This design comes from an exercise in tuning for a short achievable clock period and few clock cycles on the open sky130 flow, not from production work. In this exercise RTL edits were held to simulation tests only and were not proved equivalent to the original. No activity file was given, so power comes from the tool's default toggle rates.

$ cat flow/run.sh
#!/bin/bash
# synth_recipe.tcl (not shown) runs the flow's synth.tcl, then flattens the netlist and writes it again
# the make line also repeats each setting of config.mk as NAME=value (left out here)
make -C /OpenROAD-flow-scripts/flow DESIGN_CONFIG=/design/flow/config.mk WORK_HOME=/design/flow/orfs CLKGATE_MAP_FILE= SYNTH_SCRIPT=/design/flow/synth_recipe.tcl finish
$ cat flow/config.mk
export PLATFORM = sky130hd
export DESIGN_NAME = cpu
export DESIGN_NICKNAME = cpu
export VERILOG_FILES = /design/flow/design.v
export SDC_FILE = /design/flow/constraint.sdc
export NUM_CORES = 4
export LEC_CHECK = 0
export CAP_MARGIN = 20
export CORE_MARGIN = 2
export CORE_UTILIZATION = 40
export PLACE_DENSITY = 0.6
export SETUP_SLACK_MARGIN = 2.5
export SLEW_MARGIN = 20
$ cat flow/constraint.sdc
create_clock -name core_clock -period 5.5 [get_ports {clk}]
set_input_delay 1.1000 -clock core_clock [delete_from_list [all_inputs] [get_ports {clk}]]
set_output_delay 1.1000 -clock core_clock [all_outputs]
set_load 0.01 [all_outputs]
$ cat flow/design.v
module alu
(
  input                i_sub,
  input  [15:0]        i_op_a,
  input  [15:0]        i_op_b,
  output logic [15:0]  o_sum,
  output logic         o_z
);
  logic [15:0] b;
  logic [16:0] s;
  assign b = i_op_b ^ {16{i_sub}};
  assign s = {i_op_a, 1'b1} + {b, i_sub};
  assign o_sum = s[16:1];
  assign o_z = ((i_op_a ^ b) == {i_op_a[14:0] | b[14:0], i_sub});
endmodule
module regfile
(
  input clk,
  input reset,
  input i_write,
  input [2:0] i_addrw,
  input [15:0] i_data_in,
  output logic [7:0][15:0] o_regs
);
  always_ff @ (posedge clk, posedge reset) begin
    if (reset) o_regs <= '0;
    else if (i_write) o_regs[i_addrw] <= i_data_in;
  end
endmodule
module cpu
(
input clk,
input reset,
output [15:0] o_pc_addr,
output o_pc_rd,
input [15:0] i_pc_rddata,
input [15:0] i_ldst_rddata,
output [15:0] o_ldst_wrdata,
output [15:0] o_ldst_addr,
output o_ldst_rd,
output o_ldst_wr,
output [127:0] o_tb_regs
);
localparam int NB = 8;    
logic [7:0][15:0] rf;
logic [14:0] fa;          
logic [14:0] ras;         
logic        d_valid;
logic [14:0] d_pc, d_pc2;    
logic        d_pt;           
logic [14:0] d_ptgt;         
logic        x_valid;
logic        x_wait;      
logic        x_wa, x_wb;  
logic [15:0] x_a, x_b;    
logic        x_sub;
logic [14:0] x_tgt;       
logic [14:0] x_pc, x_pc2;
logic        x_pt;
logic [14:0] x_ptgt;
logic        x_mvhi, x_flags, x_ld, x_st, x_ldrd, x_stw;
logic        x_br, x_breg, x_jz, x_jn, x_jmp, x_call, x_ret;
logic        x_wr;
logic [2:0]  x_rd;
logic        w_wr, w_ld;
logic [2:0]  w_rd;
logic [15:0] w_res;
logic        f_n, f_z;
logic [NB-1:0]       b_v, b_ret;
logic [NB-1:0][14:0] b_tag, b_tgt;
logic [2:0]          b_ptr;     
logic        u_v, u_ret;
logic [14:0] u_pc, u_tgt;
logic [15:0] x_sum;
logic        x_z;
logic        x_go, x_take, x_mis;
logic [14:0] x_target, x_redir;
alu alu0 (.i_sub(x_sub), .i_op_a(x_a), .i_op_b(x_b), .o_sum(x_sum), .o_z(x_z));
assign x_go     = x_valid && !x_wait;
assign x_take   = x_br && (x_jmp || (x_jz && f_z) || (x_jn && f_n));
assign x_target = x_breg ? x_a[15:1] : x_tgt;
assign x_mis    = x_go && (x_take ? (!x_pt || (x_breg && x_a[15:1] != x_ptgt)) : x_pt);
assign x_redir  = x_take ? x_target : x_pc2;
assign o_ldst_addr   = x_b;
assign o_ldst_wrdata = x_a;
assign o_ldst_rd     = x_ldrd;
assign o_ldst_wr     = x_stw;
logic [15:0] w_val;
assign w_val = w_ld ? i_ldst_rddata : w_res;
regfile rf0 (.clk(clk), .reset(reset), .i_write(w_wr), .i_addrw(w_rd),
             .i_data_in(w_val), .o_regs(rf));
assign o_tb_regs = rf;
assign o_pc_addr = {fa, 1'b0};
assign o_pc_rd   = 1'b1;
logic          b_hit;
logic [14:0]   b_pred;
always_comb begin
  b_hit = 1'b0;
  b_pred = 15'd0;
  for (int k = 0; k < NB; k++) begin
    if (b_v[k] && b_tag[k] == fa) begin
      b_hit = 1'b1;
      b_pred = b_pred | (b_ret[k] ? ras : b_tgt[k]);
    end
  end
end
logic [15:0] ir;
logic [3:0]  op;
logic        im;
logic [2:0]  rx, ry;
logic [14:0] tgt_imm;
logic        use_a, use_b;
logic        d_wr, d_sub, d_mvhi, d_call;
logic        ld_a, ld_b, d_live, d_stall, d_redir;
assign ir = i_pc_rddata;
assign op = ir[3:0];
assign im = ir[4];
assign rx = ir[7:5];
assign ry = ir[10:8];
assign d_mvhi = (op == 4'd6);
assign d_call = (op == 4'd12);
assign d_sub  = (op == 4'd2) || (op == 4'd3);
assign tgt_imm = d_pc2 + {{4{ir[15]}}, ir[15:5]};
logic        xf_alu, xf_call;
logic        hxa, hxb, hca, hcb, hwa, hwb;
logic [15:0] ra, rb;           
logic [15:0] ma, sa;           
logic [15:0] cb;               
logic        kb;               
logic [15:0] na, nb;           
assign xf_alu  = x_valid && x_wr && !x_ld && !x_call;
assign xf_call = x_valid && x_call;
assign hxa = xf_alu && (x_rd == rx);
assign hxb = xf_alu && (x_rd == ry);
assign hca = xf_call && (rx == 3'd7);
assign hcb = xf_call && (ry == 3'd7);
assign hwa = w_wr && (w_rd == rx);
assign hwb = w_wr && (w_rd == ry);
always_comb begin
  ra = 16'd0;
  rb = 16'd0;
  for (int k = 0; k < 8; k++) begin
    ra = ra | (rf[k] & {16{rx == k && !hca && !hwa}});
    rb = rb | (rf[k] & {16{ry == k && !hcb && !hwb}});
  end
  ra = ra | ({x_pc2, 1'b0} & {16{hca}}) | (w_val & {16{hwa && !hca}});
  rb = rb | ({x_pc2, 1'b0} & {16{hcb}}) | (w_val & {16{hwb && !hcb}});
end
assign ma = (op == 4'd0) ? 16'h0000 : (d_mvhi ? 16'h00ff : 16'hffff);
assign sa = ma & {16{hxa}};
assign na = (x_sum & sa) | (ra & ma & ~{16{hxa}});
assign kb = im || d_call;
assign cb = d_call ? {d_pc2, 1'b0} : (d_mvhi ? {ir[15:8], 8'h00} : {{8{ir[15]}}, ir[15:8]});
assign nb = (x_sum & {16{hxb && !kb}}) | (rb & {16{!hxb && !kb}}) | (cb & {16{kb}});
assign use_a = (op == 4'd1) || (op == 4'd2) || (op == 4'd3) || (op == 4'd5) || d_mvhi ||
               (op[3] && !im);
assign use_b = (!im && (op == 4'd0 || op == 4'd1 || op == 4'd2 || op == 4'd3)) ||
               (op == 4'd4) || (op == 4'd5);
assign d_wr  = (op == 4'd0) || (op == 4'd1) || (op == 4'd2) || (op == 4'd4) ||
               d_mvhi || d_call;
assign ld_a = x_valid && x_ld && use_a && (x_rd == rx);
assign ld_b = x_valid && x_ld && use_b && (x_rd == ry);
assign d_live  = d_valid && !x_mis;
assign d_stall = d_live && (ld_a || ld_b);
assign d_redir = d_live && !d_pt && im &&
                 ((op == 4'd8) || d_call || (((op == 4'd9) || (op == 4'd10)) && ir[15]));
logic [14:0] fa_next;
always_comb begin
  if (x_mis) fa_next = x_redir;
  else if (d_stall) fa_next = fa;
  else if (d_redir) fa_next = tgt_imm;
  else if (b_hit) fa_next = b_pred;
  else fa_next = fa + 15'd1;
end
logic [NB-1:0] u_hit;    
always_comb begin
  for (int k = 0; k < NB; k++) u_hit[k] = b_v[k] && (b_tag[k] == u_pc);
end
always_ff @ (posedge clk, posedge reset) begin
  if (reset) begin
    fa <= 15'd1;      
    ras <= 15'd0;
    d_valid <= 1'b0;
    d_pc <= 15'd0; d_pc2 <= 15'd0; d_pt <= 1'b0; d_ptgt <= 15'd0;
    x_valid <= 1'b0;
    x_wait <= 1'b0;
    x_wa <= 1'b0; x_wb <= 1'b0;
    x_a <= 16'd0; x_b <= 16'd0; x_sub <= 1'b0;
    x_tgt <= 15'd0; x_pc <= 15'd0; x_pc2 <= 15'd0; x_pt <= 1'b0; x_ptgt <= 15'd0;
    x_mvhi <= 1'b0; x_flags <= 1'b0; x_ld <= 1'b0; x_st <= 1'b0; x_ldrd <= 1'b0; x_stw <= 1'b0;
    x_br <= 1'b0; x_breg <= 1'b0; x_jz <= 1'b0; x_jn <= 1'b0; x_jmp <= 1'b0; x_call <= 1'b0;
    x_ret <= 1'b0;
    x_wr <= 1'b0; x_rd <= 3'd0;
    w_wr <= 1'b0; w_ld <= 1'b0; w_rd <= 3'd0; w_res <= 16'd0;
    f_n <= 1'b0; f_z <= 1'b0;
    b_v <= '0; b_ptr <= 3'd0;
    u_v <= 1'b0; u_ret <= 1'b0; u_pc <= 15'd0; u_tgt <= 15'd0;
  end else begin
    fa      <= fa_next;
    d_valid <= !(x_mis || d_stall || d_redir);
    d_pc    <= fa;
    d_pc2   <= fa + 15'd1;
    d_pt    <= b_hit;
    d_ptgt  <= b_pred;
    if (d_live && d_call) ras <= d_pc2;
    if (x_go && x_flags) begin
      f_n <= x_sum[15];
      f_z <= x_z;
    end
    u_v   <= x_go && x_take;
    u_ret <= x_ret;
    u_pc  <= x_pc;
    u_tgt <= x_target;
    if (u_v && !(|u_hit)) begin
      b_v[b_ptr] <= 1'b1;
      b_ptr <= b_ptr + 1'b1;
    end
    w_wr  <= x_go && x_wr;
    w_ld  <= x_ld;
    w_rd  <= x_rd;
    w_res <= x_call ? {x_pc2, 1'b0} : x_sum;
    if (x_wait) begin
      x_wait <= 1'b0;
      x_stw  <= x_st;
      if (x_wa) x_a <= x_mvhi ? {8'h00, i_ldst_rddata[7:0]} : i_ldst_rddata;
      if (x_wb) x_b <= i_ldst_rddata;
    end else begin
      x_valid <= d_live;
      x_wait  <= d_stall;
      x_wa    <= ld_a;
      x_wb    <= ld_b;
      x_a     <= na;
      x_b     <= nb;
      x_sub   <= d_sub;
      x_tgt   <= tgt_imm;
      x_pc    <= d_pc;
      x_pc2   <= d_pc2;
      x_pt    <= d_pt || d_redir;
      x_ptgt  <= d_pt ? d_ptgt : tgt_imm;
      x_mvhi  <= d_mvhi;
      x_flags <= (op == 4'd1) || d_sub;
      x_ld    <= (op == 4'd4);
      x_st    <= (op == 4'd5);
      x_ldrd  <= d_live && (op == 4'd4);
      x_stw   <= d_live && (op == 4'd5) && !d_stall;
      x_br    <= op[3];
      x_breg  <= !im;
      x_jz    <= (op == 4'd9);
      x_jn    <= (op == 4'd10);
      x_jmp   <= (op == 4'd8) || d_call;
      x_call  <= d_call;
      x_ret   <= (op == 4'd8) && !im && (rx == 3'd7);
      x_wr    <= d_wr;
      x_rd    <= d_call ? 3'd7 : rx;
    end
  end
end
always_ff @ (posedge clk) begin
  if (u_v) begin
    for (int k = 0; k < NB; k++) begin
      if (u_hit[k] || (!(|u_hit) && b_ptr == k)) begin
        b_tag[k] <= u_pc;
        b_tgt[k] <= u_tgt;
        b_ret[k] <= u_ret;
      end
    end
  end
end
endmodule
==> impl_results.md, run 1 <==
* Hpwl dp at 87700 um
* Max VDD drop at 0.385 mV
* Gp weighted congestion at 0.963
* Initial Utilization at 40.3%
* First-pass GRT wire length at 181000 um
* P&R area growth vs syn at 24.5%
* CTS tree: done
* F_max at 329 MHz
* Nature of the critical path startpoint: flop
* Routed len/inst at 29.6 um
* Total clock sinks at 634
* Vias in the first global route at 25700
* Core area at 80400 um^2
* Avg Cell Area, Syn at 11.2 um^2
* CTS root buffer: clkbuf_16
* Worst-Skew Late Latency at 0.63 ns
* Hold EP: u_pc[1]$_DFF_PP0_
* Async SR Flop Fraction at 60.9%
* Max-Cap Viols at 0
* Crit. End Element: flop
* Reg-to-reg endpoint: x_b[5]$_DFFE_PP0P_
* Ports at 213
* Final Hold Fails at 0
* Skew final at 0.0270 ns
* Main synth FF type: dfrtp_1
* IO buf count at 210
* FP Rows at 104
* Largest net degree at the start of global routing at 114
* Drt first-iter violations at 3046
* Final Cycle Share at 55.3%
* Die area at 83300 um^2
* Hold Path Class: reg -> reg
* Die extent in x at 289 um
* ANT nets after route at 0
* Clock Tree Buf Depth at 3
* Req. time, crit path at 5.96 ns
* Endpoints failing setup at 0
* #FFs+latches synth at 634
* DP Cell Count at 4028
* DRC Markers at 0
* Multi-input gate area at 15300 um^2
* Final setup TNS at 0 ns
* Layout cells sized above 1 at 18.7%
* Synthesized cell area at 32400 um^2
* DRT Pass-1 Iters at 6
* Total leakage power at 15.6 nW
* Sequential-to-total area share from yosys stat at 52.8%
* WS Path Type: reg -> reg
* NumNets Final at 3244
* Number of warnings issued by yosys at 2
* CTS clk-pin slew, worst paths at 0.06 ns
* Distinct cell type count after synthesis at 80
* Syn nets at 2979
* Final min period at 3.04 ns
* Seq. cell area at 17200 um^2
* Die span in y at 289 um
* Slew headroom at 20.0%
* Hold path start: x_pc[1]$_DFFE_PP0N_
* EDFF count, synth at 248
* Worst-Margin Slew at 1.20 ns
* RSZ-0062 raised after global routing: true
* RR Startpoint: x_sub$_DFFE_PP0N_
* Synthesized instance count at 2885
* Hold depth at 0
* Status: timing/DRC/antenna clean
* WL final at 127000 um
* Hold Buf Count CTS at 0
* Remaining Overflow, GRT at 0
* Via count at 26500
* Worst reg-to-reg setup slack at 2.46 ns
* Largest fanout on the critical path at 5
* Cts bufs inserted at 71
* Worst R2R Path Depth at 14
* Total power at 0.0222 W
* Total GRT Usage at 29.7%
* Cell Count, Final, Fillers Out at 4276
* Pwr/cell area at 549 nW/um^2
* Layout fillers at 7101
* Via/cell ratio at 6.21
* Initial antenna violation count at 17
* H-tree depth at 3
* Max Slew Vio Count at 0
* Arr. time, crit path at 3.51 ns
-- layer usage --
layer / track usage [%] / wire, um / vias up
li1: - / - / 11200
met1: 43.1 / 53900 / 13600
met2: 44.7 / 55400 / 1526
met3: 5.83 / 12700 / 270
met4: 9.83 / 4570 / 4
met5: 0 / 25 / -
-- synthesized netlist by cell type, types with 8 or more instances --
library cell / number / area, um^2
a22oi_1: 92 / 691
or4_1: 27 / 203
edfxtp_1: 248 / 7450
o21ai_0: 205 / 1030
nor4_1: 23 / 144
nand2b_1: 12 / 75.1
and2_1: 9 / 56.3
ha_1: 59 / 738
o31ai_1: 8 / 60.1
nand3b_1: 21 / 158
mux2_2: 76 / 856
a221oi_1: 40 / 350
a2111oi_0: 9 / 78.8
a31oi_1: 14 / 87.6
xor2_1: 42 / 368
buf_6: 12 / 135
buf_4: 18 / 135
buf_2: 39 / 195
dfrtp_1: 385 / 9630
nand4_1: 84 / 526
mux2i_1: 192 / 1920
o221ai_1: 10 / 87.6
o22ai_1: 68 / 425
buf_1: 27 / 101
nand2_1: 248 / 931
o21a_1: 11 / 82.6
and3_1: 18 / 113
clkbuf_1: 108 / 405
inv_1: 65 / 244
a21oi_1: 89 / 445
a22o_1: 40 / 350
xnor2_1: 292 / 2560
nand3_1: 61 / 305
nor2b_1: 11 / 68.8
or3_1: 11 / 68.8
nor3_1: 18 / 90.1
a21o_1: 9 / 67.6
nor2_1: 94 / 353
-- cells by family (layout without fill, tap and decap cells) --
logic type	after synthesis	in the layout	share of synthesized area, %
AOI/OAI and AO/OA	653	655	13.2
xor gates and xnor gates	336	336	9.12
adders and majority gates	60	60	2.34
buffers and inverters	270	591	3.77
DFF	634	634	52.8
muxes	269	269	8.60
other	2	10	0.0232
and+or+nand+nor	661	661	10.2
-- worst max-delay path: stages, from the launching register on --
cell and delay (ns):
dfrtp_2 0.45, buf_12 0.16, buf_8 0.14, xor2_4 0.18
inv_2 0.08, ha_4 0.20, a21oi_2 0.13, nor2b_2 0.07
a31oi_4 0.20, buf_4 0.18, nand2b_1 0.06, a21oi_1 0.17
xor2_1 0.45, o21ai_0 0.25, a2bb2oi_1 0.17
-- stage by stage --
stage	hold WS [ns]	setup slack [ns]	util, %	cell area [um^2]
floorplan	0.349	-0.789	-	32500
global placement	0.353	1.07	44.3	35600
detailed placement	0.356	1.09	44.3	35600
CTS	0.368	2.44	48.9	39300
global route	0.371	2.37	50.2	40400
finish	0.368	2.46	50.2	40400
-- registers in the layout (all words and copies together) (netlist names), 16 cells and up --
name,flops
b_tag,120
x_a,16
x_b,16
rf0.o_regs,128
w_res,16
b_tgt,120
-- worst max path at each step --
stage / startpoint / end / slack, ns / cells past startpoint
after floorplan: reset / b_ptr[0]$_DFFE_PP0P_ / -0.79 / 1
after global placement: i_pc_rddata[5] / fa[14]$_DFFE_PP0P_ / 1.07 / 12
after detailed placement: i_pc_rddata[5] / fa[14]$_DFFE_PP0P_ / 1.09 / 12
after CTS: w_rd[0]$_DFF_PP0_ / rf0.o_regs[16]$_DFFE_PP0P_ / 2.44 / 12
after global routing: x_sub$_DFFE_PP0N_ / f_n$_DFFE_PP0P_ / 2.37 / 16
final: x_sub$_DFFE_PP0N_ / x_b[5]$_DFFE_PP0P_ / 2.46 / 14
-- area by class of cell --
cell class / instances / share of cell area [%]
Clock inverter: 28 / 0.951
Antenna cell: 8 / 0.0496
Clock buffer: 103 / 5.13
Tap cell: 1060 / 3.28
Inverter: 65 / 0.626
Multi-Input combinational cell: 1983 / 37.8
Timing Repair Buffer: 395 / 9.54
Sequential cell: 634 / 42.6
-- power by group --
group          total (W)  switching (W)  internal (W)
combinational    0.00826        0.00426       0.00400
sequential       0.00890        0.00248       0.00642
clock            0.00499        0.00203       0.00297
total             0.0222        0.00877        0.0134
-- placed cells by master, fill, tap and decap left out, types with 22 or more instances in the layout --
| cell type | netlist | routed |
|---|---|---|
| mux2i_1 | 192 | 185 |
| o22ai_1 | 68 | 68 |
| inv_1 | 65 | 56 |
| a21oi_1 | 89 | 86 |
| o21ai_0 | 205 | 189 |
| xor2_1 | 42 | 33 |
| dfrtp_1 | 385 | 346 |
| a22oi_1 | 92 | 92 |
| edfxtp_1 | 248 | 248 |
| clkdlybuf4s50_1 | 0 | 193 |
| clkbuf_16 | 0 | 75 |
| buf_12 | 0 | 22 |
| buf_4 | 18 | 141 |
| nand3_1 | 61 | 56 |
| nand4_1 | 84 | 84 |
| a221oi_1 | 40 | 34 |
| mux2_2 | 76 | 76 |
| ha_1 | 59 | 41 |
| xnor2_1 | 292 | 286 |
| nor2_1 | 94 | 86 |
| nand2_1 | 248 | 235 |
| a22o_1 | 40 | 36 |
-- timing repair --
action | in CTS | in global routing
cloned | 2 | 2
setup buffers | 61 | 42
gates resized for setup | 221 | 128
endpoints found under the setup margin | 514 | 421
pin swaps | 32 | 51
hold endpoints to repair | 0 | 0
Testbench counts, summed over its fixed seeds: cycles 118,050.
==> run 2, diff against run 1 <==
--- a/flow/design.v
+++ b/flow/design.v
@@ -2,3 +2,3 @@
 (
-  input                i_sub,
+  input                i_cin,
   input  [15:0]        i_op_a,
@@ -8,8 +8,6 @@
 );
-  logic [15:0] b;
   logic [16:0] s;
-  assign b = i_op_b ^ {16{i_sub}};
-  assign s = {i_op_a, 1'b1} + {b, i_sub};
+  assign s = {i_op_a, 1'b1} + {i_op_b, i_cin};
   assign o_sum = s[16:1];
-  assign o_z = ((i_op_a ^ b) == {i_op_a[14:0] | b[14:0], i_sub});
+  assign o_z = ((i_op_a ^ i_op_b) == {i_op_a[14:0] | i_op_b[14:0], i_cin});
 endmodule
@@ -77,3 +75,3 @@
 logic [14:0] x_target, x_redir;
-alu alu0 (.i_sub(x_sub), .i_op_a(x_a), .i_op_b(x_b), .o_sum(x_sum), .o_z(x_z));
+alu alu0 (.i_cin(x_sub), .i_op_a(x_a), .i_op_b(x_b), .o_sum(x_sum), .o_z(x_z));
 assign x_go     = x_valid && !x_wait;
@@ -122,3 +120,9 @@
 assign d_sub  = (op == 4'd2) || (op == 4'd3);
-assign tgt_imm = d_pc2 + {{4{ir[15]}}, ir[15:5]};
+logic [11:0] tgt_lo;
+logic [3:0]  pc_hi_p, pc_hi_m;
+assign tgt_lo  = {1'b0, d_pc2[10:0]} + {1'b0, ir[15:5]};
+assign pc_hi_p = d_pc2[14:11] + 4'd1;
+assign pc_hi_m = d_pc2[14:11] - 4'd1;
+assign tgt_imm = {(tgt_lo[11] == ir[15]) ? d_pc2[14:11] : (tgt_lo[11] ? pc_hi_p : pc_hi_m),
+                  tgt_lo[10:0]};
 logic        xf_alu, xf_call;
@@ -153,3 +157,3 @@
 assign cb = d_call ? {d_pc2, 1'b0} : (d_mvhi ? {ir[15:8], 8'h00} : {{8{ir[15]}}, ir[15:8]});
-assign nb = (x_sum & {16{hxb && !kb}}) | (rb & {16{!hxb && !kb}}) | (cb & {16{kb}});
+assign nb = ((x_sum & {16{hxb && !kb}}) | (rb & {16{!hxb && !kb}}) | (cb & {16{kb}})) ^ {16{d_sub}};
 assign use_a = (op == 4'd1) || (op == 4'd2) || (op == 4'd3) || (op == 4'd5) || d_mvhi ||
@@ -225,3 +229,3 @@
       if (x_wa) x_a <= x_mvhi ? {8'h00, i_ldst_rddata[7:0]} : i_ldst_rddata;
-      if (x_wb) x_b <= i_ldst_rddata;
+      if (x_wb) x_b <= i_ldst_rddata ^ {16{x_sub}};
     end else begin
==> run 2 against run 1 <==
  * Fmax is 6.7% lower
  * Clock skew is 0.0012 ns higher
  * Cell area hardly changed
  * Largest cell class unchanged
  * Non-clock buffer count is 21 higher
  * Sequential share of layout area hardly changed
  * Via count is 0.35% higher
  * Core utilization is 0.20 points lower
  * Critical path depth is 1 lower
  * Sequential cell count stayed put
  * Register-to-register slack worse by 0.22 ns
  * Synthesized cell count is 0.42% lower
  * Still clean
==> impl_results.md, run 2 <==
* Status: timing/DRC/antenna clean
* Ports at 213
* Multi-input gate area at 15300 um^2
* F_max at 306 MHz
* Share of the synthesized area in the top cell type at 29.5%
* Die extent in x at 290 um
* Avg Cell Area, Syn at 11.4 um^2
* Most area-consuming cells after synthesis: dfrtp_1 30%, edfxtp_1 23%, xnor2_1 8.2%
* Hold Buf Count CTS at 0
* #FFs+latches synth at 634
* Endpoints failing setup at 0
* Largest fanout on the critical path at 4
* CTS root buffer: clkbuf_16
* Syn nets at 2970
* Req. time, crit path at 6.01 ns
* Main synth FF type: dfrtp_1
* Via count at 26600
* Worst-Margin Slew at 1.15 ns
* Final Cycle Share at 59.3%
* Initial Utilization at 40.4%
* IO buf count at 210
* Hpwl dp at 90700 um
* Gp weighted congestion at 1.05
* Distinct cell type count after synthesis at 92
* ANT nets after route at 0
* Pwr/cell area at 544 nW/um^2
* Routed len/inst at 30.7 um
* DRC Markers at 0
* Arr. time, crit path at 3.78 ns
* Worst reg-to-reg setup slack at 2.24 ns
* Max FFs per register at 128
* Worst-Skew Late Latency at 0.64 ns
* Hold Path Class: reg -> reg
* DRT Pass-1 Iters at 8
* Via/cell ratio at 6.22
* Most frequent cells in the layout: 345 x dfrtp_1, 298 x xnor2_1, 262 x nand2_1
* P&R area growth vs syn at 23.7%
* Post-synth top cells: 385 x dfrtp_1, 307 x xnor2_1, 270 x nand2_1
* Hold path start: x_pc[2]$_DFFE_PP0N_
* Largest net degree at the start of global routing at 125
* Clock Tree Buf Depth at 3
* EDFF count, synth at 248
* Number of warnings issued by yosys at 2
* CTS tree: done
* Die span in y at 290 um
* Async SR Flop Fraction at 60.9%
* Worst R2R Path Depth at 13
* Layout fillers at 7089
* Slew headroom at 23.3%
* Synthesized instance count at 2873
* Final setup TNS at 0 ns
* Max-Cap Viols at 0
* Synthesized cell area at 32600 um^2
* WL final at 131000 um
* Nature of the critical path startpoint: flop
* CTS clk-pin slew, worst paths at 0.06 ns
* Crit. End Element: flop
* Area leader, netlist: dfrtp_1
* RSZ-0062 raised after global routing: true
* Initial antenna violation count at 4
* Hold depth at 0
* Final min period at 3.26 ns
* Largest regs: rf0.o_regs (128), b_tag (120), b_tgt (120)
* Total leakage power at 15.7 nW
* Vias in the first global route at 25700
* NumNets Final at 3267
* Max Slew Vio Count at 0
* RR Startpoint: d_pc2[2]$_DFF_PP0_
* Final Hold Fails at 0
* Drt first-iter violations at 3594
* Area after DPL at 36000 um^2
* Non-Filler Cell Area, Final at 40300 um^2
* First-pass GRT wire length at 186000 um
* Sequential-to-total area share from yosys stat at 52.4%
* Skew final at 0.0281 ns
* Total GRT Usage at 30.8%
* Max VDD drop at 0.328 mV
* Total clock sinks at 634
* Core area at 80700 um^2
* H-tree depth at 3
* Most common cell after layout, fill and taps aside: dfrtp_1
* FP Rows at 104
* Remaining Overflow, GRT at 0
* Layout cells sized above 1 at 19.8%
* Top reg by flops: rf0.o_regs
* Top-count cell post-synth: dfrtp_1
* Critical path startpoint: d_pc2[2]$_DFF_PP0_
* Cts bufs inserted at 71
* WS Path Type: reg -> reg
* Seq. cell area at 17200 um^2
* Hold EP: u_pc[2]$_DFF_PP0_
* Die area at 83900 um^2
* Reg-to-reg endpoint: x_ptgt[14]$_DFFE_PP0N_
==> run 2: cell types whose count changed after synthesis, moves of 16 or more <==
cell      before  now
or4_1         27    7
mux2i_1      192  147
a22oi_1       92   55
clkbuf_1     108   92
a22o_1        40   62
mux2_2        76  108
o21ai_0      205  184
nand2_1      248  270
a21oi_1       89   66
==> run 2: how the worst max path moves through the flow <==
stage | cells past startpoint | endpoint
2_1_floorplan | 1 | b_ptr[0]$_DFFE_PP0P_
6_report | 13 | x_ptgt[14]$_DFFE_PP0N_
5_1_grt | 14 | x_ptgt[14]$_DFFE_PP0N_
4_1_cts | 14 | x_ptgt[14]$_DFFE_PP0N_
3_5_place_dp | 14 | x_ptgt[14]$_DFFE_PP0N_
3_3_place_gp | 9 | fa[3]$_DFFE_PP0P_
==> run 2: critical path, stage by stage, from the launching register on <==
cell and delay [ns]:
dfrtp_1 0.57, ha_4 0.27, o21ai_2 0.19, o21a_1 0.24, o31ai_4 0.11, o41ai_4 0.31
ha_1 0.31, a21o_1 0.19, a21oi_2 0.14, nand2_1 0.07, mux2i_1 0.19, xnor2_1 0.20
o21ai_1 0.09, mux2_4 0.28
==> run 2: metrics by stage <==
stage               total power (W)  hold slack [ns]  std cells  utilization (%)  setup slack (ns)
floorplan                    0.0121            0.349       2873                -            -0.789
global placement             0.0161            0.353       4032             44.6             0.747
detailed placement           0.0162            0.357       4032             44.6             0.741
CTS                          0.0215            0.371       4251             49.1              2.30
global route                 0.0227            0.384       4284             50.0              2.19
finish                       0.0219            0.369       4285             50.0              2.24
==> run 2: kinds of logic after synthesis <==
family / after synthesis / share of synthesized area, %
DFF: 634 / 52.4
xor gates and xnor gates: 340 / 9.24
buffers and inverters: 262 / 3.71
adders and majority gates: 64 / 2.52
and+or+nand+nor: 678 / 10.2
muxes: 262 / 8.55
other: 2 / 0.0230
AOI/OAI and AO/OA: 631 / 13.3
==> run 2: layout make-up <==
| type | instances | area share (%) |
|---|---|---|
| tap | 1060 | 3.29 |
| sequential | 634 | 42.7 |
| inverter | 62 | 0.630 |
| multi-input combinational | 1985 | 37.9 |
| timing repair buffer | 416 | 9.98 |
| clock buffer | 102 | 4.94 |
| antenna | 1 | 0.00620 |
| clock inverter | 25 | 0.617 |
==> run 2: power breakdown <==
group          switching (W)  internal (W)
clock                0.00200       0.00264
sequential           0.00251       0.00641
combinational        0.00445       0.00393
==> run 2: timing repair <==
action                                  in CTS  in global routing
hold endpoints to repair                     0                  0
resized for setup                          234                 95
endpoints found under the setup margin     449                390
buffers inserted                            87                 29
pin swaps                                   41                 29
cloned                                       5                  4
==> run 2: layer usage <==
metal | GRT usage [%] | up-vias | share of wire [%] | routed length, um
li1 | - | 11200 | - | -
met1 | 44.1 | 13400 | 42 | 55100
met2 | 44.7 | 1660 | 42 | 55600
met3 | 7.65 | 361 | 11 | 14400
met4 | 12.6 | 2 | 4.8 | 6260
met5 | 0 | - | 0.0099 | 13
Testbench counts of run 2, summed over its fixed seeds: cycles 118,050.
==> run 3, diff against run 2 <==
--- a/flow/design.v
+++ b/flow/design.v
@@ -58,2 +58,3 @@
 logic [14:0] x_ptgt;
+logic        x_mov;       
 logic        x_mvhi, x_flags, x_ld, x_st, x_ldrd, x_stw;
@@ -111,3 +112,4 @@
 logic        d_wr, d_sub, d_mvhi, d_call;
-logic        ld_a, ld_b, d_live, d_stall, d_redir;
+logic        ld_a, ld_b, d_live, d_stall, d_redir, d_rj;
+logic [15:0] va_fast;
 assign ir = i_pc_rddata;
@@ -166,2 +168,3 @@
 assign ld_b = x_valid && x_ld && use_b && (x_rd == ry);
+assign va_fast = (xf_alu && x_mov && x_rd == rx) ? (x_a | x_b) : ra;
 assign d_live  = d_valid && !x_mis;
@@ -170,2 +173,4 @@
                  ((op == 4'd8) || d_call || (((op == 4'd9) || (op == 4'd10)) && ir[15]));
+assign d_rj    = d_live && !d_pt && !im && ((op == 4'd8) || d_call) && !ld_a &&
+                 !(xf_alu && !x_mov && x_rd == rx);
 logic [14:0] fa_next;
@@ -175,2 +180,3 @@
   else if (d_redir) fa_next = tgt_imm;
+  else if (d_rj) fa_next = va_fast[15:1];
   else if (b_hit) fa_next = b_pred;
@@ -193,3 +199,3 @@
     x_tgt <= 15'd0; x_pc <= 15'd0; x_pc2 <= 15'd0; x_pt <= 1'b0; x_ptgt <= 15'd0;
-    x_mvhi <= 1'b0; x_flags <= 1'b0; x_ld <= 1'b0; x_st <= 1'b0; x_ldrd <= 1'b0; x_stw <= 1'b0;
+    x_mov <= 1'b0; x_mvhi <= 1'b0; x_flags <= 1'b0; x_ld <= 1'b0; x_st <= 1'b0; x_ldrd <= 1'b0; x_stw <= 1'b0;
     x_br <= 1'b0; x_breg <= 1'b0; x_jz <= 1'b0; x_jn <= 1'b0; x_jmp <= 1'b0; x_call <= 1'b0;
@@ -203,3 +209,3 @@
     fa      <= fa_next;
-    d_valid <= !(x_mis || d_stall || d_redir);
+    d_valid <= !(x_mis || d_stall || d_redir || d_rj);
     d_pc    <= fa;
@@ -241,5 +247,6 @@
       x_pc2   <= d_pc2;
-      x_pt    <= d_pt || d_redir;
-      x_ptgt  <= d_pt ? d_ptgt : tgt_imm;
+      x_pt    <= d_pt || d_redir || d_rj;
+      x_ptgt  <= d_pt ? d_ptgt : (d_rj ? va_fast[15:1] : tgt_imm);
       x_mvhi  <= d_mvhi;
+      x_mov   <= (op == 4'd0) || d_mvhi;
       x_flags <= (op == 4'd1) || d_sub;
==> run 3 against run 2 <==
  * Combinational power rose by 6.7%
  * Cell area rose by 4.4%
  * Register-to-register slack barely moved
  * Synthesized cell count rose by 3.1%
  * Sequential share of layout area fell by 1.7 points
  * Power rose by 4.0%
  * First-iteration DRC count fell by 9.7%
  * Worst hold slack got worse by 0.0025 ns
  * Clock power rose by 9.1%
  * Clock skew rose by 0.0040 ns
==> impl_results.md, run 3 <==
* Status: timing/DRC/antenna clean
* Drt first-iter violations at 3246
* Total clock sinks at 635
* Synthesized cell area at 32800 um^2
* Hpwl dp at 91100 um
* Layout fillers at 6877
* Via count at 27600
* Die span in y at 290 um
* Main synth FF type: dfrtp_1
* Ports at 213
* Crit. End Element: flop
* Vias in the first global route at 27100
* Worst-Margin Slew at 1.13 ns
* First-pass GRT wire length at 189000 um
* Most frequent cells in the layout: 331 x dfrtp_1, 303 x xnor2_1, 253 x buf_4
* Hold Path Class: reg -> reg
* CP endpoint: fa[14]$_DFFE_PP0P_
* Req. time, crit path at 5.97 ns
* CTS tree: done
* Max-Cap Viols at 0
* Most area-consuming cells after synthesis: dfrtp_1 29%, edfxtp_1 23%, xnor2_1 8.3%
* Hold Buf Count CTS at 0
* Worst reg-to-reg setup slack at 2.24 ns
* Layout cells sized above 1 at 23.6%
* Gp weighted congestion at 0.971
* M1 GR Usage at 38.4%
* Core area at 80800 um^2
* Top-count cell post-synth: dfrtp_1
* Pwr/cell area at 541 nW/um^2
* Initial antenna violation count at 0
* Share of the synthesized area in the top cell type at 29.5%
* Area after DPL at 36400 um^2
* Remaining Overflow, GRT at 0
* EDFF count, synth at 248
* CTS clk-pin slew, worst paths at 0.06 ns
* F_max at 306 MHz
* P&R area growth vs syn at 28.5%
* Final setup margin at 2.23 ns
* Final Cycle Share at 59.5%
* Syn nets at 3057
* Largest fanout on the critical path at 3
* Met2 usage at 49.4%
* IO buf count at 210
* RSZ-0062 raised after global routing: true
* Non-Filler Cell Area, Final at 42100 um^2
* Nature of the critical path startpoint: input pin
* WL final at 132000 um
* Max VDD drop at 0.321 mV
* NumNets Final at 3444
* Area leader, netlist: dfrtp_1
* Final Hold Fails at 0
* WS Path Type: in -> reg
* Die area at 84300 um^2
* Die extent in x at 290 um
* Avg Cell Area, Syn at 11.1 um^2
* Arr. time, crit path at 3.74 ns
* Worst-Skew Late Latency at 0.64 ns
* Largest net degree at the start of global routing at 143
* Via/cell ratio at 6.19
* Number of warnings issued by yosys at 2
* Slew headroom at 24.8%
* Largest regs: rf0.o_regs (128), b_tag (120), b_tgt (120)
* Setup slack after placement at 0.689 ns
* Sequential-to-total area share from yosys stat at 52.3%
* #FFs+latches synth at 635
* Final min period at 3.27 ns
* Total GRT Usage at 30.1%
* Max Slew Vio Count at 0
* Most common cell after layout, fill and taps aside: dfrtp_1
* Critical path startpoint: i_pc_rddata[5]
* Seq. cell area at 17300 um^2
* Skew final at 0.0322 ns
* FP Rows at 104
* Worst R2R Path Depth at 14
* Max FFs per register at 128
* Post-synth top cells: 386 x dfrtp_1, 312 x xnor2_1, 266 x nand2_1
* GR Util met3 at 5.11%
* Routed len/inst at 29.6 um
* Top reg by flops: rf0.o_regs
* Clock Tree Buf Depth at 3
* N_diodes at 0
* Synthesized instance count at 2961
* Async SR Flop Fraction at 60.9%
* Cts bufs inserted at 70
* Distinct cell type count after synthesis at 89
* Endpoints failing setup at 0
* Total leakage power at 16.7 nW
* Final setup TNS at 0 ns
* H-tree depth at 3
* Gr busiest metal: met2
* CTS root buffer: clkbuf_16
* ANT nets after route at 0
* Multi-input gate area at 16000 um^2
* Reg-to-reg endpoint: fa[14]$_DFFE_PP0P_
* DRT Pass-1 Iters at 7
* DRC Markers at 0
* Initial Utilization at 40.6%
* RR Startpoint: d_pc2[8]$_DFF_PP0_
[run 3: changes by cell type after synthesis, moves of 11 or more]
| cell | before | now |
|---|---|---|
| mux2_2 | 108 | 89 |
| a21oi_1 | 66 | 92 |
| clkbuf_1 | 92 | 130 |
| and2_1 | 20 | 8 |
| buf_1 | 21 | 9 |
| mux2i_1 | 147 | 160 |
| o211ai_1 | 22 | 6 |
| nor2b_1 | 10 | 21 |
| o22ai_1 | 55 | 42 |
| nand4_1 | 92 | 81 |
| nor2_1 | 109 | 156 |
| o221ai_1 | 2 | 17 |
[run 3: what timing repair did]
action,in CTS,in global routing
gates resized for setup,223,165
pin swaps,59,100
setup endpoints to repair,426,366
cloned,3,6
buffers inserted,122,78
[run 3: cell families (layout without fill, tap and decap cells)]
family	Yosys count	after routing	synth area share [%]
and+or+nand+nor	722	725	10.7
AOI/OAI and AO/OA	670	674	13.8
DFF	635	635	52.3
xor gates and xnor gates	340	340	9.08
buffers and inverters	274	711	3.49
muxes	255	255	8.18
adders and majority gates	63	63	2.47
other	2	2	0.0229
[run 3: worst min-delay path by stage]
stage                          from                 end  depth (start not counted)
2_1_floorplan   x_pc[0]$_DFFE_PP0N_   u_pc[0]$_DFF_PP0_                          0
3_3_place_gp    x_pc[1]$_DFFE_PP0N_   u_pc[1]$_DFF_PP0_                          0
3_5_place_dp   x_pc[14]$_DFFE_PP0N_  u_pc[14]$_DFF_PP0_                          0
4_1_cts         x_pc[4]$_DFFE_PP0N_   u_pc[4]$_DFF_PP0_                          0
5_1_grt         x_pc[4]$_DFFE_PP0N_   u_pc[4]$_DFF_PP0_                          0
6_report        x_pc[4]$_DFFE_PP0N_   u_pc[4]$_DFF_PP0_                          0
[run 3: report_power, final]
part | switching, W | internal [W]
clock network | 0.00205 | 0.00301
logic | 0.00459 | 0.00435
registers | 0.00238 | 0.00643
total | 0.00902 | 0.0138
[run 3: final cells by class]
| class | instances | area share [%] |
|---|---|---|
| Timing Repair Buffer | 518 | 11.6 |
| Inverter | 64 | 0.597 |
| Clock inverter | 33 | 1.10 |
| Clock buffer | 96 | 4.75 |
| Sequential cell | 635 | 40.9 |
| Tap cell | 1060 | 3.15 |
| Multi-Input combinational cell | 2059 | 37.9 |
[run 3: per-stage QoR]
stage	total power [W]	hold WS, ns	utilization [%]	std cells
floorplan	0.0121	0.349	-	2961
global placement	0.0160	0.352	45.1	4127
detailed placement	0.0162	0.358	45.1	4127
CTS	0.0220	0.367	50.3	4381
global route	0.0236	0.379	52.1	4465
finish	0.0228	0.366	52.1	4465
[run 3: metal layers]
metal	share of wire, %	wire, um
met1	39	51000
met2	47	62100
met3	8.8	11700
met4	5.7	7540
met5	0	0
[run 3: worst max-delay path: stages]
cell and delay, ns:
buf_6 0.09, buf_6 0.12, ha_4 0.15, a211oi_2 0.24
o21a_1 0.24, o31ai_4 0.09, nor4_2 0.26, nor3_2 0.08
inv_1 0.09, ha_1 0.23, a21o_1 0.17, a21oi_2 0.14
or2_4 0.13, mux2i_1 0.07, xnor2_1 0.27, nand2b_4 0.18
a41oi_2 0.10
Testbench counts of run 3, summed over its fixed seeds: cycles 115,878.
==> run 4, diff against run 3 <==
--- a/flow/design.v
+++ b/flow/design.v
@@ -122,9 +122,3 @@
 assign d_sub  = (op == 4'd2) || (op == 4'd3);
-logic [11:0] tgt_lo;
-logic [3:0]  pc_hi_p, pc_hi_m;
-assign tgt_lo  = {1'b0, d_pc2[10:0]} + {1'b0, ir[15:5]};
-assign pc_hi_p = d_pc2[14:11] + 4'd1;
-assign pc_hi_m = d_pc2[14:11] - 4'd1;
-assign tgt_imm = {(tgt_lo[11] == ir[15]) ? d_pc2[14:11] : (tgt_lo[11] ? pc_hi_p : pc_hi_m),
-                  tgt_lo[10:0]};
+assign tgt_imm = d_pc2 + {{4{ir[15]}}, ir[15:5]};
 logic        xf_alu, xf_call;
@@ -176,9 +170,11 @@
 logic [14:0] fa_next;
-always_comb begin
-  if (x_mis) fa_next = x_redir;
-  else if (d_stall) fa_next = fa;
-  else if (d_redir) fa_next = tgt_imm;
+logic [14:0] fa_early;
+always_comb begin
+  if (x_mis) fa_early = x_redir;
+  else if (d_stall) fa_early = fa;
+  else if (b_hit) fa_early = b_pred;
+  else fa_early = fa + 15'd1;
+  if (d_redir) fa_next = tgt_imm;
   else if (d_rj) fa_next = va_fast[15:1];
-  else if (b_hit) fa_next = b_pred;
-  else fa_next = fa + 15'd1;
+  else fa_next = fa_early;
 end
==> run 4 against run 3 <==
  * Global-route usage increased by 2.0 points
  * Sequential share of layout area decreased by 0.34 points
  * Power increased by 1.9%
  * Synthesized cell count increased by 0.84%
  * Non-clock buffer count decreased by 50
  * Sequential cell count unchanged
  * Combinational power increased by 2.5%
  * Clock power increased by 1%
  * Wire length increased by 7.0%
==> impl_results.md, run 4 <==
* Pwr/cell area at 547 nW/um^2
* Post-synthesis xor/xnor area fraction at 8.96%
* Area leader, netlist: dfrtp_1
* Syn nets at 3081
* NumNets Final at 3412
* WHS at 0.364 ns
* Skew final at 0.0358 ns
* Worst R2R Path Depth at 10
* Post-synth top cells: 386 x dfrtp_1, 310 x xnor2_1, 254 x nand2_1
* Avg Cell Area, Syn at 11.2 um^2
* Total clock sinks at 635
* Final min period at 3.12 ns
* DRC Markers at 0
* WL final at 142000 um
* Top reg by flops: rf0.o_regs
* DRT Pass-1 Iters at 6
* Slew headroom at 26.1%
* Layout cells sized above 1 at 22.2%
* RSZ-0062 raised after global routing: true
* Routed len/inst at 31.8 um
* Number of warnings issued by yosys at 2
* Worst-Margin Slew at 1.11 ns
* Final Hold Fails at 0
* WP buf/inv at 2
* Largest family of logic cells by synthesized area: compound AO/OA/AOI/OAI gates
* Comb pwr share at 39.4%
* Max stage delay on crit path at 0.60 ns
* Top-count cell post-synth: dfrtp_1
* Async SR Flop Fraction at 60.9%
* CTS root buffer: clkbuf_16
* Clock share of power at 22.1%
* Main synth FF type: dfrtp_1
* Status: timing/DRC/antenna clean
* Non-Filler Cell Area, Final at 42500 um^2
* Die extent in x at 293 um
* Area after DPL at 37000 um^2
* Synthesized cell area at 33300 um^2
* First-pass GRT wire length at 201000 um
* Cell Count, Final, Fillers Out at 4449
* Remaining Overflow, GRT at 0
* IO buf count at 210
* Core area at 82200 um^2
* H-tree depth at 3
* Initial antenna violation count at 7
* ANT nets after route at 0
* Req. time, crit path at 6.00 ns
* P_sw at 0.00953 W
* Synth Area in Simple Gates at 10.2%
* Via/cell ratio at 6.37
* Share of the synthesized area in the top cell type at 29.0%
* CTS tree: done
* Most area-consuming cells after synthesis: dfrtp_1 29%, edfxtp_1 22%, xnor2_1 8.1%
* Via count at 28300
* Hold path start: x_pc[5]$_DFFE_PP0N_
* Arr. time, crit path at 3.62 ns
* Max VDD drop at 0.299 mV
* Drt first-iter violations at 3768
* Cell family with most CP delay: compound AO/OA/AOI/OAI gates
* Max-Cap Viols at 0
* Largest regs: rf0.o_regs (128), b_tag (120), b_tgt (120)
* Post-synthesis adder-cell area fraction at 2.33%
* Multiplexer share of the synthesized area at 9.24%
* Sequential-to-total area share from yosys stat at 51.4%
* Die area at 85700 um^2
* EDFF count, synth at 248
* Worst-Skew Late Latency at 0.65 ns
* Switching share of power at 41.0%
* Die span in y at 293 um
* FP Rows at 105
* Max Slew Vio Count at 0
* Total leakage power at 16.8 nW
* Slowest library cell on the worst path: or4_4
* Clock Tree Buf Depth at 3
* Crit-path cells: buf_12 -> xor2_4 -> or4_4 -> buf_6 -> and3_4 -> a32o_2 -> a2111o_1 -> o211ai_2 -> o311a_1 -> o221ai_2
* P_int at 0.0137 W
* Synthesized instance count at 2986
* Cts bufs inserted at 72
* Reg-to-reg endpoint: fa[13]$_DFFE_PP0P_
* Final Core Density at 51.6%
* CTS clk-pin slew, worst paths at 0.06 ns
* Layout fillers at 7187
* Total GRT Usage at 32.2%
* Worst reg-to-reg setup slack at 2.39 ns
* Hold Path Class: reg -> reg
* Nature of the critical path startpoint: input pin
* Initial Utilization at 40.5%
* F_max at 321 MHz
* DP Cell Count at 4143
* Hold Buf Count CTS at 0
* Gp weighted congestion at 0.969
* Complex-gate fraction of the synthesized area at 14.3%
* WS Path Type: in -> reg
* Max FFs per register at 128
* Hold depth at 0
* Final Cycle Share at 56.6%
* RR Startpoint: w_wr$_DFF_PP0_
* Endpoints failing setup at 0
* Distinct cell type count after synthesis at 86
* Ports at 213
* Most common cell after layout, fill and taps aside: dfrtp_1
* Sequential share of power at 38.5%
* Crit. End Element: flop
* Hpwl dp at 96900 um
* Vias in the first global route at 27300
* P&R area growth vs syn at 27.4%
* #FFs+latches synth at 635
* Most frequent cells in the layout: 341 x dfrtp_1, 301 x xnor2_1, 248 x edfxtp_1
* Hold EP: u_pc[5]$_DFF_PP0_
* Largest fanout on the critical path at 5
* Largest net degree at the start of global routing at 148
## run 4: cell count changes after synthesis, sizes merged, moves of 13 or more
cell / before / now
a21oi: 92 / 66
nor2: 157 / 135
a31oi: 21 / 8
nand2: 268 / 254
o21ai: 206 / 176
a221oi: 40 / 16
nand3: 46 / 30
o22ai: 42 / 82
o211ai: 6 / 20
mux2i: 160 / 201
## run 4: worst reg2reg max path, cell delays in order (launching register included)
cell	delay (ns)
dfrtp_1	0.38
buf_6	0.22
inv_2	0.18
or4_4	0.57
buf_6	0.15
and3_4	0.20
a32o_2	0.26
a2111o_1	0.44
o211ai_2	0.27
o311a_1	0.24
o221ai_2	0.09
## run 4: layout make-up
type / count / area, um^2 / area share, %
clock inverter: 42 / 547 / 1.29
clock buffer: 92 / 1970 / 4.63
sequential: 635 / 17200 / 40.6
antenna: 2 / 5.00 / 0.0118
timing repair buffer: 468 / 4650 / 10.9
tap: 1070 / 1340 / 3.15
multi-input combinational: 2072 / 16500 / 38.7
inverter: 68 / 269 / 0.633
## run 4: power groups by stage
stage	Combinational [W]	Clock, W	Sequential [W]
floorplan	0.00488	0	0.00756
finish	0.00916	0.00513	0.00895
global placement	0.00778	0	0.00900
global route	0.00964	0.00536	0.00899
detailed placement	0.00785	0	0.00901
CTS	0.00858	0.00517	0.00887
## run 4: how the worst max path moves through the flow
stage / startpoint / to / slack (ns) / cells past startpoint
after global routing: fa[0]$_DFFE_PP1P_ / fa[9]$_DFFE_PP0P_ / 2.35 / 11
final: i_pc_rddata[7] / fa[13]$_DFFE_PP0P_ / 2.38 / 10
after detailed placement: i_pc_rddata[8] / x_b[11]$_DFFE_PP0P_ / 0.73 / 9
after CTS: i_pc_rddata[6] / fa[9]$_DFFE_PP0P_ / 2.36 / 10
after global placement: i_pc_rddata[8] / x_b[15]$_DFFE_PP0P_ / 0.52 / 8
after floorplan: reset / b_ptr[0]$_DFFE_PP0P_ / -0.80 / 1
## run 4: per-stage QoR
step	worst slack (ns)	TNS [ns]	total power, W
final	2.38	0	0.0232
after CTS	2.36	0	0.0226
after global placement	0.523	0	0.0168
after global routing	2.35	0	0.0240
after floorplan	-0.803	-310.00	0.0124
after detailed placement	0.732	0	0.0169
## run 4: cells by family after synthesis
kind of cell,count (synthesis)
compound gates,675
xor+xnor,338
fa+ha+maj,61
buf+inv,285
flops,635
mux,296
other cells,2
simple gates,694
## run 4: what timing repair did
action / CTS / global route
gates cloned: 6 / 3
hold endpoints to repair: 0 / 0
buffers inserted: 80 / 80
endpoints found under the setup margin: 413 / 309
resized for setup: 234 / 141
pin swaps: 46 / 72
## run 4: routing by layer
metal / wire [um] / global-route usage [%] / vias up
met4: 7150 / 14.0 / 4
li1: - / - / 11700
met2: 62600 / 48.7 / 1880
met3: 13900 / 5.57 / 390
met5: 28 / 0 / -
met1: 58000 / 45.4 / 14300
Testbench counts of run 4, summed over its fixed seeds: cycles 115,878.

separate check: timing with driven ports:
No port has a modelled driver above. Below, the same layouts with a new extraction and two added sets of constraints. Step 1 assumes that a clkbuf_16 drives the clock port and a buf_2 every other input. Step 2 also shifts input and output timing later by t, the mid clock arrival at the registers, as if the neighbouring blocks saw the same clock. Slacks: no drivers / after step 1 / after step 2; pairs: no drivers / after step 1.
run | t (ns) | setup WS [ns] | latest minus earliest clock arrival (ns)
run 1 | 0.686 | 2.457 / 2.406 / 1.773 | 0.029 / 0.028
run 2 | 0.686 | 2.237 / 2.192 / 1.506 | 0.028 / 0.028
run 3 | 0.688 | 2.230 / 2.240 / 1.572 | 0.032 / 0.033
run 4 | 0.704 | 2.385 / 2.388 / 1.700 | 0.036 / 0.036
After both steps every run listed still meets setup and hold. For run 2, which loses most, drivers alone change the setup slack by -0.045 ns; drivers and shift together by -0.731 ns.
